Context: an optimization exercise on an open-source flow, tuned for small area and a short achievable clock period. The choices shown serve that exercise and are no tape-out recipe.
The RTL was checked by simulation tests, not by an equivalence proof against the original design.
Power figures rest on the tool's default switching activity, not on a simulated workload.

$ cat flow/config.mk
export PLATFORM = sky130hd
export DESIGN_NAME = write_back
export DESIGN_NICKNAME = write_back
export VERILOG_FILES = /design/flow/design.v
export SDC_FILE = /design/flow/constraint.sdc
export NUM_CORES = 4
export LEC_CHECK = 0
export CAP_MARGIN = 20
export CORE_MARGIN = 2
export CORE_UTILIZATION = 40
export SETUP_SLACK_MARGIN = 5
export SLEW_MARGIN = 20
export TNS_END_PERCENT = 100
$ cat flow/constraint.sdc
create_clock -name core_clock -period 10.0 [get_ports {clk}]
set_input_delay 2.0000 -clock core_clock [delete_from_list [all_inputs] [get_ports {clk}]]
set_output_delay 2.0000 -clock core_clock [all_outputs]
set_load 0.01 [all_outputs]
$ cat flow/design.v
module if_decode(val, amt, left, opr2);
input  [31:0] val;
input  [4:0]  amt;
input         left;
output [31:0] opr2;
wire [31:0] s = val >> amt;
genvar i;
generate for (i = 0; i < 32; i = i + 1) begin : rv
    assign opr2[i] = left ? s[31 - i] : s[i];
end endgenerate
endmodule
module execute(op, a, b, c_in, result, c_out);
input  [3:0]  op;
input  [31:0] a, b;
input         c_in;
output [31:0] result;
output        c_out;
wire arith = (op[3:2] == 2'b01) | (op[3:1] == 3'b001) | (op[3:1] == 3'b101);
wire inv_a = (op == 4'b0011) | (op == 4'b0111);
wire inv_b = (op == 4'b0010) | (op == 4'b0110);
wire m     = (op == 4'b0110) | (op == 4'b0111);    
wire inc   = (op == 4'b0010) | (op == 4'b0011) | ((op == 4'b0101) & c_in);
wire dec   = m & ~c_in;
wire [31:0] x = a ^ {32{inv_a}};
wire [31:0] w = x ^ {32{dec}};
wire [32:0] z [0:5];                  
assign z[0] = {w, 1'b1};
genvar l, i;
generate for (l = 0; l < 5; l = l + 1) begin : zl
    for (i = 0; i < 33; i = i + 1) begin : zb
        if (i >= (1 << l)) begin : n
            assign z[l+1][i] = z[l][i] & z[l][i - (1 << l)];
        end else begin : w_
            assign z[l+1][i] = z[l][i];
        end
    end
end endgenerate
wire [32:0] mask = z[5] & {33{inc | dec}};
wire [31:0] xs = x ^ mask[31:0];
wire [31:0] y  = b ^ {32{inv_b}};
wire [31:0] gg [0:5];
wire [31:0] tt [0:5];
assign gg[0] = xs & y;
assign tt[0] = xs | y;
generate for (l = 0; l < 5; l = l + 1) begin : lv
    for (i = 0; i < 32; i = i + 1) begin : bt
        if (i >= (1 << l)) begin : n
            assign gg[l+1][i] = gg[l][i] | (tt[l][i] & gg[l][i - (1 << l)]);
            assign tt[l+1][i] = tt[l][i] & tt[l][i - (1 << l)];
        end else begin : w_
            assign gg[l+1][i] = gg[l][i];
            assign tt[l+1][i] = tt[l][i];
        end
    end
end endgenerate
wire [32:0] c = {gg[5], 1'b0};
wire [31:0] sum = (x ^ (y ^ mask[31:0])) ^ c[31:0];
reg [31:0] l1, l0;
always @(*) begin
    case (op)
    4'b0000, 4'b1000: begin l1 = a;        l0 = 32'd0; end
    4'b0001, 4'b1001: begin l1 = ~a;       l0 = a;     end
    4'b1100:          begin l1 = ~32'd0;   l0 = a;     end
    4'b1101:          begin l1 = ~32'd0;   l0 = 32'd0; end
    4'b1110:          begin l1 = 32'd0;    l0 = a;     end
    default:          begin l1 = 32'd0;    l0 = ~32'd0; end
    endcase
end
wire [31:0] lg;
generate for (i = 0; i < 32; i = i + 1) begin : lb
    assign lg[i] = b[i] ? l1[i] : l0[i];
end endgenerate
assign result = arith ? {sum[31] ^ m, sum[30:0]} : lg;
wire y31 = y[31];
wire cin_ref = c[31] ^ ~mask[31];
assign c_out = m ? ~((cin_ref & x[31]) | (cin_ref & y31) | (x[31] & y31)) :
               ((op[3:1] == 3'b010) | (op[3:1] == 3'b101)) ? (c[32] | mask[32]) : c_in;
endmodule
module write_back(clk,rst,instr,pos_show,pc,show);
input clk, rst;
input [31:0]instr;
input [3:0]pos_show;
output [3:0]pc;
output reg [15:0]show;
reg [31:0] r [1:15];
reg [3:0]  PC;
reg [3:0]  op_ex, dest_ex;
reg        c_flag;
reg [31:0] opr1;
reg [31:0] opr2_raw;
reg [4:0]  amt_ex;
reg        left_ex;
assign pc = PC;
wire [3:0] op   = instr[24:21];
wire [3:0] rn   = instr[19:16];
wire [3:0] rd   = instr[15:12];
wire [3:0] rm   = instr[3:0];
wire [3:0] rs   = instr[11:8];
wire       imm_form = instr[25];
wire       left = instr[5];
wire [32*15-1:0] rflat;
genvar g;
generate for (g = 1; g < 16; g = g + 1) begin : fl
    assign rflat[32*(g-1) +: 32] = r[g];
end endgenerate
function [31:0] rd_oh(input [15:1] s, input [32*15-1:0] rr);
    integer j;
    begin
        rd_oh = 32'd0;
        for (j = 1; j < 16; j = j + 1)
            rd_oh = rd_oh | ({32{s[j]}} & rr[32*(j-1) +: 32]);
    end
endfunction
function [15:1] onehot(input [3:0] i);
    integer j;
    for (j = 1; j < 16; j = j + 1)
        onehot[j] = (i == j);
endfunction
function [31:0] rev(input [31:0] v);
    integer j;
    for (j = 0; j < 32; j = j + 1)
        rev[j] = v[31 - j];
endfunction
wire [31:0] b;
if_decode shifter(.val(opr2_raw), .amt(amt_ex), .left(left_ex), .opr2(b));
wire [31:0] result;
wire        c_new;
execute alu(.op(op_ex), .a(opr1), .b(b), .c_in(c_flag), .result(result), .c_out(c_new));
wire we = ~op_ex[3] & (dest_ex != 4'd0);
wire [31:0] rn_val = rd_oh(onehot(rn), rflat);
wire [31:0] rs_val = rd_oh(onehot(rs), rflat);
wire [31:0] rm_val = rd_oh(onehot(rm), rflat);
wire [31:0] ps_val = rd_oh(onehot(pos_show), rflat);
wire        fwd = (dest_ex == rm);
wire [4:0]  amt_reg = (we && dest_ex == rs) ? result[4:0] : rs_val[4:0];
wire [4:0]  amt = imm_form ? {instr[11:8], 1'b0} : instr[4] ? amt_reg : instr[11:7];
wire [31:0] opr2_val = imm_form ? {24'd0, instr[7:0]} : left ? rev(rm_val) : rm_val;
wire [31:0] wd_lo = result & {32{~rst}};
wire [31:0] wd_hi = result | {32{rst}};
integer k;
always @(posedge clk) begin
    show  <= ps_val[15:0];
    op_ex <= op;
    for (k = 1; k < 16; k = k + 1)
        if (rst | (we & dest_ex == k))
            r[k] <= {wd_lo[31:8],
                     ((k & 8) && k != 15) ? wd_hi[7] : wd_lo[7],
                     ((k & 4) && k != 15) ? wd_hi[6] : wd_lo[6],
                     ((k & 2) && k != 15) ? wd_hi[5] : wd_lo[5],
                     ((k & 1) && k != 15) ? wd_hi[4] : wd_lo[4],
                     wd_lo[3:0]};
    if (rst) begin
        PC       <= 4'd0;
        dest_ex  <= 4'd0;
        c_flag   <= 1'b0;
        opr1     <= 32'd0;
        opr2_raw <= 32'd0;
        amt_ex   <= 5'd0;
        left_ex  <= 1'b0;
    end else begin
        PC       <= PC + 4'd1;
        dest_ex  <= rd;
        c_flag   <= c_new;
        opr1     <= (we && dest_ex == rn) ? result : rn_val;
        opr2_raw <= fwd ? result : opr2_val;
        amt_ex   <= fwd ? 5'd0 : amt;
        left_ex  <= ~fwd & ~imm_form & left;
    end
end
endmodule
$ cat flow/run.sh
#!/bin/bash
# synth_recipe.tcl (not shown) runs the flow's synth.tcl, then flattens the netlist and writes it again
# the make line also repeats each setting of config.mk as NAME=value (left out here)
make -C /OpenROAD-flow-scripts/flow DESIGN_CONFIG=/design/flow/config.mk WORK_HOME=/design/flow/orfs CLKGATE_MAP_FILE= SYNTH_SCRIPT=/design/flow/synth_recipe.tcl finish
==> results of run 1 <==
power groups by stage:
stage | clock network (mW) | logic [mW] | registers, mW
floorplan | 0 | 1.22 | 3.26
global placement | 0 | 1.87 | 3.41
detailed placement | 0 | 1.87 | 3.41
CTS | 2.25 | 2.16 | 3.36
global route | 2.34 | 2.55 | 3.41
finish | 2.23 | 2.46 | 3.39
final cells by class:
| cell class | count | area, sq um | share of cell area [%] |
|---|---|---|---|
| multi-input cells | 2641 | 20480 | 46.73 |
| flip-flops and latches | 579 | 16450 | 37.53 |
| repair buffers | 349 | 3357 | 7.662 |
| clock buffers | 66 | 1494 | 3.410 |
| well taps | 1176 | 1471 | 3.358 |
| clock inverters | 39 | 425.4 | 0.9709 |
| inverters | 34 | 143.9 | 0.3284 |
| diodes | 1 | 2.502 | 0.005711 |
routing by layer:
layer  wire, um  vias up  part of all wire (%)
li1           -    14620                     -
met1      59370    17090                    35
met2      70620     3357                    42
met3      25430      821                    15
met4      12680        4                   7.5
met5         74        -                 0.044
stage by stage:
step	total power [mW]	instance area [sq um]	hold slack, ns
6_report	8.083	43820	0.4613
5_1_grt	8.296	43810	0.4847
4_1_cts	7.765	42250	0.4732
3_5_place_dp	5.283	37910	0.4575
3_3_place_gp	5.280	37910	0.4477
2_1_floorplan	4.482	36020	0.4691
kinds of logic after synthesis:
| kind of cell | count (synthesis) |
|---|---|
| compound gates | 1330 |
| xor+xnor | 170 |
| fa+ha+maj | 16 |
| buf+inv | 335 |
| flops | 579 |
| mux | 129 |
| simple gates | 993 |
what timing repair did:
item,4_1_cts,5_1_grt
pin swaps,68,79
endpoints found under the hold margin,0,0
setup buffers,107,66
gates resized for setup,254,179
gates cloned,8,8
setup endpoints to repair,501,344
placed cells by master, fill, tap and decap left out, types with 42 or more instances in the layout:
cell type and instances:
edfxtp_1 480, nor2_1 184, a22o_1 72, mux2i_1 44, a21oi_1 97, nand2_1 163
nand4_1 55, a211oi_1 42, a222oi_1 91, o21ai_0 149, xnor2_1 126, dfxtp_1 79
nand3_1 165, clkbuf_16 64, buf_4 242, a221oi_1 63, clkdlybuf4s50_1 48, a22oi_1 392
nor3_1 80
flip-flops by register name (all words and copies together), names as in the netlist:
| register | cells |
|---|---|
| left_ex | 1 |
| opr2_raw | 32 |
| dest_ex | 4 |
| opr1 | 32 |
| op_ex | 4 |
| amt_ex | 5 |
| c_flag | 1 |
| r | 480 |
| PC | 4 |
| show | 16 |
cell usage after synthesis, types with 17 or more instances:
library cell  count
nor4_1           17
nand3_1         167
nand2b_1         33
o31ai_1          24
a22o_1           74
or3_1            17
nor2_1          235
o221ai_1         25
a21o_1           20
xnor2_1         144
nand4_1          55
edfxtp_1        480
or2_2            19
o21ai_1          25
a31oi_1          29
a221oi_1         70
dfxtp_1          99
and2_1           26
a21oi_1         112
mux2i_1          54
a211oi_1         54
o22ai_1          51
a222oi_1         91
o211ai_1         33
and3_1           40
o21ai_0         159
nand2_1         166
o21a_1           17
mux4_2           29
buf_2            36
inv_1            30
buf_1            24
a22oi_1         401
nor2b_1          48
nor3_1          109
mux2_2           44
xor2_1           22
clkbuf_1        234
how the worst max path moves through the flow:
stage / endpoint / slack (ns) / start / depth (start not counted)
final: opr1[12] / 4.84 / instr[18] / 9
after global routing: r[2][18] / 4.82 / amt_ex[1] / 19
after CTS: r[6][24] / 4.97 / amt_ex[1] / 18
after detailed placement: r[11][25] / 2.89 / amt_ex[1] / 17
after global placement: r[11][25] / 3.00 / amt_ex[1] / 17
after floorplan: r[10][25] / 5.34 / amt_ex[1] / 19
worst reg2reg max path, stage by stage (launching register included):
cell	delay [ns]
dfxtp_4	0.38
buf_4	0.15
bufbuf_16	0.28
nand3b_1	0.25
o211a_1	0.20
o31a_1	0.36
nor3_4	0.27
nor3b_2	0.09
o31ai_2	0.33
o221ai_2	0.18
nor4b_4	0.44
o211ai_1	0.32
a2111oi_4	0.45
o21ai_2	0.13
maj3_2	0.34
xnor2_2	0.15
o21ai_2	0.13
buf_6	0.15
nor2_4	0.06
clkbuf_16	0.22
==> results.cfg, run 1 <==
[yosys]
synth_top_family_by_area = compound AO/OA/AOI/OAI gates
post-synth-top-area-fraction_pct = 40.02
postSynthCellCount = 3552
synth_compound_area_share_pct = 27.46
synth_seq_cells = 579
syn_area_sq_um = 36020
synth.yosys.seq_area_share_pct = 45.52
synth.distinct_cells = 111
avgSynthCellArea_sq_um = 10.14
synth.top_cells.by_area = edfxtp_1 (40%), a22oi_1 (8.4%), dfxtp_1 (5.5%)
synth_nets = 3591
synth-main-ff-cell = edfxtp_1
synth_edf_count = 480
yosys_warnings = 3
synth_top_area_cell = edfxtp_1
synth-adder-area-share_pct = 0.4585
synth_simple_gate_area_share_pct = 13.84
synthMuxAreaShare_pct = 4.759
ys_async_sr_fraction_pct = 0
synth_xor_area_share_pct = 4.217

[power]
power_density_nw_per_um2 = 184.5
p_sw_mw = 2.835
switching_share_pct = 35.07
ir_drop_mv = 0.1074
p_leak_nw = 14.68
comb_power_share_pct = 30.5
pwr-share-clk_pct = 27.6
seqPwrFrac_pct = 41.9
intPower_mw = 5.249

[floorplan]
start_util_pct = 40.20
die_y_um = 304.1
die_w_um = 304.1
core_sq_um = 89600
num_rows = 110
fp.dieArea_sq_um = 92460
pin_count = 58

[cts]
cts_max_path_buffers = 3
h-tree-depth = 2
clock_sinks = 579
cts_hold_buf = 0
cts_tree = yes
clk_latency_ns = 0.64
clk_pin_slew_ns = 0.07
clock-root-buffer = clkbuf_16
cts_inserted_buffers = 56

[timing]
setup_violations = 0
rsz0062_at_grt = yes
final.setup.tns_ns = 0
slew_viol_final = 0
worst_slew_pin_slew_ns = 1.193
finalWorstSetupSlack_ns = 4.837
hold_viol_final = 0
final.period_utilization_pct = 51.63
final.setup_skew_ns = 0.01907
fin_crit_ns = 5.163
max_freq_mhz = 193.7
maxSlewHeadroom_pct = 20.14

[worst_setup_path]
crit_arrival_ns = 5.58
max_stage_delay_ns = 0.91
crit_fanout = 27
r2r-end = r[2][18]
r2r_slack_ns = 4.86
cp_cell_sequence = clkdlybuf4s50_1, nand2b_1, nor2_4, buf_4, a22o_1, a221oi_1, nand3_1, nor3_1, a211oi_1
rr_worst_depth = 19
cp.required_ns = 10.42
slowest_stage = clkdlybuf4s50_1
path_class = input pin to flop
r2r_start = amt_ex[1]
endpoint_kind = flop
path_buf_inv = 2
crit_family = buffers and inverters
startpoint_type = input pin

[global_route]
grtUsageTotal_pct = 34.49
grt_use_met2_pct = 50.89
grt_max_degree = 58
overflow = 0
grt_pass1_vias = 32850
grt.met3_usage_pct = 11.61
grt-busiest-layer = met2
grt_antenna_before_repair = 4
grt_pass1_wl_um = 235900
use_met1_pct = 43.90

[route]
routedWlPerCell_um = 34.43
via_count = 35890
postRouteAntennaNets = 0
drt_iter0_markers = 7637
wl_um = 168200
drt_first_pass_iters = 13
post_drt_via_cell_ratio = 7.347
drc = 0

[layout]
nFillCells = 7974
drive_gt1_share_pct = 23.22
stdcell_count = 4885
final_util_pct = 48.90
fin_nets = 3700
area_delta_synth_final_pct = 21.65

[placed_design]
place_inst = 4590
dp_slack_ns = 2.886
gp_congestion = 0.9829
detailed_place_hpwl_um = 97870
port_buffers = 50

[worst_hold_path]
holdCritStartpoint = PC[0]
whs_path_depth = 1
hp-class = flop to flop
hold_path_end = PC[0]

[run]
drv_cap = 0

[status]
run_status = complete, no violations
==> run 2, diff against run 1 <==
--- a/flow/design.v
+++ b/flow/design.v
@@ -21,38 +21,10 @@
 wire m     = (op == 4'b0110) | (op == 4'b0111);    
-wire inc   = (op == 4'b0010) | (op == 4'b0011) | ((op == 4'b0101) & c_in);
 wire dec   = m & ~c_in;
-wire [31:0] x = a ^ {32{inv_a}};
-wire [31:0] w = x ^ {32{dec}};
-wire [32:0] z [0:5];                  
-assign z[0] = {w, 1'b1};
-genvar l, i;
-generate for (l = 0; l < 5; l = l + 1) begin : zl
-    for (i = 0; i < 33; i = i + 1) begin : zb
-        if (i >= (1 << l)) begin : n
-            assign z[l+1][i] = z[l][i] & z[l][i - (1 << l)];
-        end else begin : w_
-            assign z[l+1][i] = z[l][i];
-        end
-    end
-end endgenerate
-wire [32:0] mask = z[5] & {33{inc | dec}};
-wire [31:0] xs = x ^ mask[31:0];
+wire c0    = (op == 4'b0010) | (op == 4'b0011) | ((op == 4'b0101) & c_in);
+wire [31:0] x  = a ^ {32{inv_a}};
+wire [31:0] xs = dec ? x - 32'd1 : x;
 wire [31:0] y  = b ^ {32{inv_b}};
-wire [31:0] gg [0:5];
-wire [31:0] tt [0:5];
-assign gg[0] = xs & y;
-assign tt[0] = xs | y;
-generate for (l = 0; l < 5; l = l + 1) begin : lv
-    for (i = 0; i < 32; i = i + 1) begin : bt
-        if (i >= (1 << l)) begin : n
-            assign gg[l+1][i] = gg[l][i] | (tt[l][i] & gg[l][i - (1 << l)]);
-            assign tt[l+1][i] = tt[l][i] & tt[l][i - (1 << l)];
-        end else begin : w_
-            assign gg[l+1][i] = gg[l][i];
-            assign tt[l+1][i] = tt[l][i];
-        end
-    end
-end endgenerate
-wire [32:0] c = {gg[5], 1'b0};
-wire [31:0] sum = (x ^ (y ^ mask[31:0])) ^ c[31:0];
+wire [32:0] s33 = {1'b0, xs} + {1'b0, y} + {32'd0, c0};
+wire        c31 = s33[31] ^ xs[31] ^ y[31];
+wire        borrow = dec & (x[30:0] == 31'd0);
 reg [31:0] l1, l0;
@@ -69,2 +41,3 @@
 wire [31:0] lg;
+genvar i;
 generate for (i = 0; i < 32; i = i + 1) begin : lb
@@ -72,7 +45,6 @@
 end endgenerate
-assign result = arith ? {sum[31] ^ m, sum[30:0]} : lg;
-wire y31 = y[31];
-wire cin_ref = c[31] ^ ~mask[31];
-assign c_out = m ? ~((cin_ref & x[31]) | (cin_ref & y31) | (x[31] & y31)) :
-               ((op[3:1] == 3'b010) | (op[3:1] == 3'b101)) ? (c[32] | mask[32]) : c_in;
+assign result = arith ? {s33[31] ^ m, s33[30:0]} : lg;
+wire cin_ref = c31 ^ ~borrow;
+assign c_out = m ? ~((cin_ref & x[31]) | (cin_ref & y[31]) | (x[31] & y[31])) :
+               ((op[3:1] == 3'b010) | (op[3:1] == 3'b101)) ? s33[32] : c_in;
 endmodule
--- a/flow/config.mk
+++ b/flow/config.mk
@@ -7,2 +7,3 @@
 export LEC_CHECK = 0
+export ABC_AREA = 1
 export CAP_MARGIN = 20
==> run 2 against run 1 <==
- design area is 11% lower
- sequential power decreased by 2%
- sequential share of layout area up 4.6 points
- highest routed layer unchanged
- power down 1.8%
- still clean on timing, DRC and antenna
==> results.cfg, run 2 <==
[cts]
cts_tree = yes
cts_inserted_buffers = 67
clk_latency_ns = 0.64
clk_pin_slew_ns = 0.06
cts_max_path_buffers = 3
clock_sinks = 579
clock-root-buffer = clkbuf_16
cts_hold_buf = 0
h-tree-depth = 3

[floorplan]
core_sq_um = 83560
num_rows = 106
start_util_pct = 40.40
pin_count = 58
die_y_um = 294.5
fp.dieArea_sq_um = 86730
die_w_um = 294.5

[placed_design]
dpl_cell_area_sq_um = 36090
detailed_place_hpwl_um = 110700
port_buffers = 50
place_inst = 5150
dp_slack_ns = 3.591
gp_congestion = 1.023

[worst_setup_path]
cp_cell_sequence = clkdlybuf4s50_1, nand2_1, inv_1, nand2_1, buf_4, clkinv_2, buf_4, nand2_1, nand3_1, a211oi_1, nand3_1, o21ai_0, a21oi_1
r2r_slack_ns = 5.14
path_class = input pin to flop
crit_family = buffers and inverters
slowest_stage = clkdlybuf4s50_1
cp_common_cell = nand2_1
path_buf_inv = 5
startpoint_type = input pin
endpoint_kind = flop
cp.required_ns = 10.46
crit_arrival_ns = 5.65
crit_fanout = 15
max_stage_delay_ns = 0.69

[route]
post_drt_via_cell_ratio = 6.520
routedWlPerCell_um = 31.77
postRouteAntennaNets = 0
drt_first_pass_iters = 9
wl_um = 168100
drc = 0
via_count = 34510
drt_iter0_markers = 6442

[layout]
stdcell_count = 5293
nFillCells = 8205
area_delta_synth_final_pct = 15.17
largest_reg_flops = 480
fin_nets = 4230
top_regs = r (480), opr1 (32), opr2_raw (32)
largest_register = r
drive_gt1_share_pct = 8.935
final_common_cell = nand2_1
layout_common_cells = nand2_1 (965), inv_1 (520), edfxtp_1 (480), nand3_1 (355), nor2_1 (241)
stdcell_area_sq_um = 38880

[timing]
rsz0062_at_grt = yes
final.period_utilization_pct = 51.85
worst_slew_pin_slew_ns = 1.260
setup_violations = 0
maxSlewHeadroom_pct = 15.93
max_freq_mhz = 192.9
final.setup_skew_ns = 0.03241
slew_viol_final = 0
fin_crit_ns = 5.185
hold_viol_final = 0
finalWorstSetupSlack_ns = 4.815
final.setup.tns_ns = 0

[global_route]
grt_max_degree = 46
grt_antenna_before_repair = 7
overflow = 0
grt_pass1_vias = 31330
grt_pass1_wl_um = 231200
grtUsageTotal_pct = 37.80

[yosys]
synth-main-ff-cell = edfxtp_1
synth_seq_cells = 579
synth.top_cells.by_area = edfxtp_1 (43%), nand2_1 (11%), dfxtp_1 (5.9%)
syn_area_sq_um = 33760
netlist_top_cells_count = nand2_1 (977), inv_1 (525), edfxtp_1 (480), nand3_1 (361), nor2_1 (261)
synth_edf_count = 480
yosysMostFrequentCell = nand2_1
synth.yosys.seq_area_share_pct = 48.57
avgSynthCellArea_sq_um = 8.294
synth_nets = 4142
post-synth-top-area-fraction_pct = 42.70
yosys_warnings = 3
synth.distinct_cells = 66
ys_async_sr_fraction_pct = 0
postSynthCellCount = 4070
synth_top_area_cell = edfxtp_1

[worst_hold_path]
hp-class = flop to flop

[power]
power_density_nw_per_um2 = 204.1
p_leak_nw = 15.74
ir_drop_mv = 0.1557
total_power_mw = 7.936

[status]
run_status = complete, no violations

[run]
drv_cap = 0
run 2: cell count changes in the layout (fill, tap and decap cells not counted), moves of 117 or more:
| cell | change |
|---|---|
| a22oi_1 | -386 |
| buf_4 | -117 |
| inv_1 | +492 |
| nand2_1 | +802 |
| nand3_1 | +190 |
| o22ai_1 | +131 |
| xnor2_1 | -122 |
run 2: final timing paths:
check             cells after the start  startpoint           end
setup / recovery                     13    instr[3]  opr2_raw[25]
hold reg to reg                       1       PC[0]         PC[0]
hold / removal                        1       PC[0]         PC[0]
setup reg to reg                     20   amt_ex[2]     r[13][26]
run 2: metrics by stage:
stage,util [%],hold slack [ns]
after global placement,43.19,0.4453
final,46.53,0.4631
after global routing,46.52,0.5074
after floorplan,-,0.4567
after CTS,46.18,0.4685
after detailed placement,43.19,0.4557
run 2: logic make-up (layout without fill, tap and decap cells):
logic type	Yosys count	count (layout)	share of synthesized area (%)
XOR/XNOR	99	99	2.835
adder cells (fa/ha/maj)	34	34	1.305
AO/OA/AOI/OAI	887	887	16.91
buffers and inverters	714	849	8.176
other	0	5	0
AND/OR/NAND/NOR	1757	1760	22.20
flip-flops	579	579	48.57
run 2: worst reg2reg max path, delay by kind of cell (launching register included):
family	cells	cell delay (ns)
compound gates	4	0.93
xor+xnor	1	0.22
fa+ha+maj	1	0.30
buf+inv	4	0.77
flops	1	0.30
simple gates	10	2.02
run 2: routing by layer:
layer  global-route usage, %  vias to the layer above  wire [um]
li1                        -                    14440          -
met1                   46.93                    16220      59180
met2                   54.73                     3026      68130
met3                   14.37                      813      26700
met4                   24.51                       12      13960
met5                   1.021                        -        175
run 2: area by class of cell:
class                           instances  area [sq um]  area share, %
Sequential cell                       579         16400          42.18
Multi-Input combinational cell       2780         15170          39.01
Inverter                              541          2047          5.265
Clock buffer                           93          1902          4.892
Timing Repair Buffer                  188          1672          4.300
Tap cell                             1080          1351          3.476
Clock inverter                         26         322.8         0.8303
Antenna cell                            5         12.51        0.03218
Timing Repair inverter                  1         7.507        0.01931
run 2: timing repair:
| item | CTS | global route |
|---|---|---|
| endpoints found under the setup margin | 453 | 381 |
| pin swaps | 3 | 9 |
| gates cloned | 1 | 3 |
| buffers inserted | 9 | 6 |
| resized for setup | 38 | 43 |
run 2: power by group:
group | total, mW | internal, mW | leakage, nW | switching [mW]
Sequential | 3.31 | 3.09 | 5.68 | 0.216
Clock | 2.54 | 1.49 | 1.08 | 1.05
Combinational | 2.09 | 0.555 | 8.98 | 1.53

what the ideal ports hide:
Ports are ideal in the flow. The routed layouts listed here were re-timed in OpenROAD.
Step 1: set_driving_cell puts a clkbuf_16 on clk and a buf_2 on each other input, an assumption about the parent block.
Step 2, shift: input delay + t, output delay - t, t = (earliest + latest rising clock arrival at the registers) / 2. This alone moves slack from input paths to output paths.
Three values: ideal, step 1, step 2; two values: the first two.
run	t, ns	setup slack, ns	latest minus earliest clock arrival (ns)
run 1	0.685	4.837 / 4.864 / 4.182	0.022 / 0.023
run 2	0.689	4.815 / 4.858 / 4.169	0.032 / 0.032
After both steps setup and hold are still met in every run listed. For run 1, which loses most, drivers alone change the setup slack by +0.027 ns; drivers and shift together by -0.655 ns.
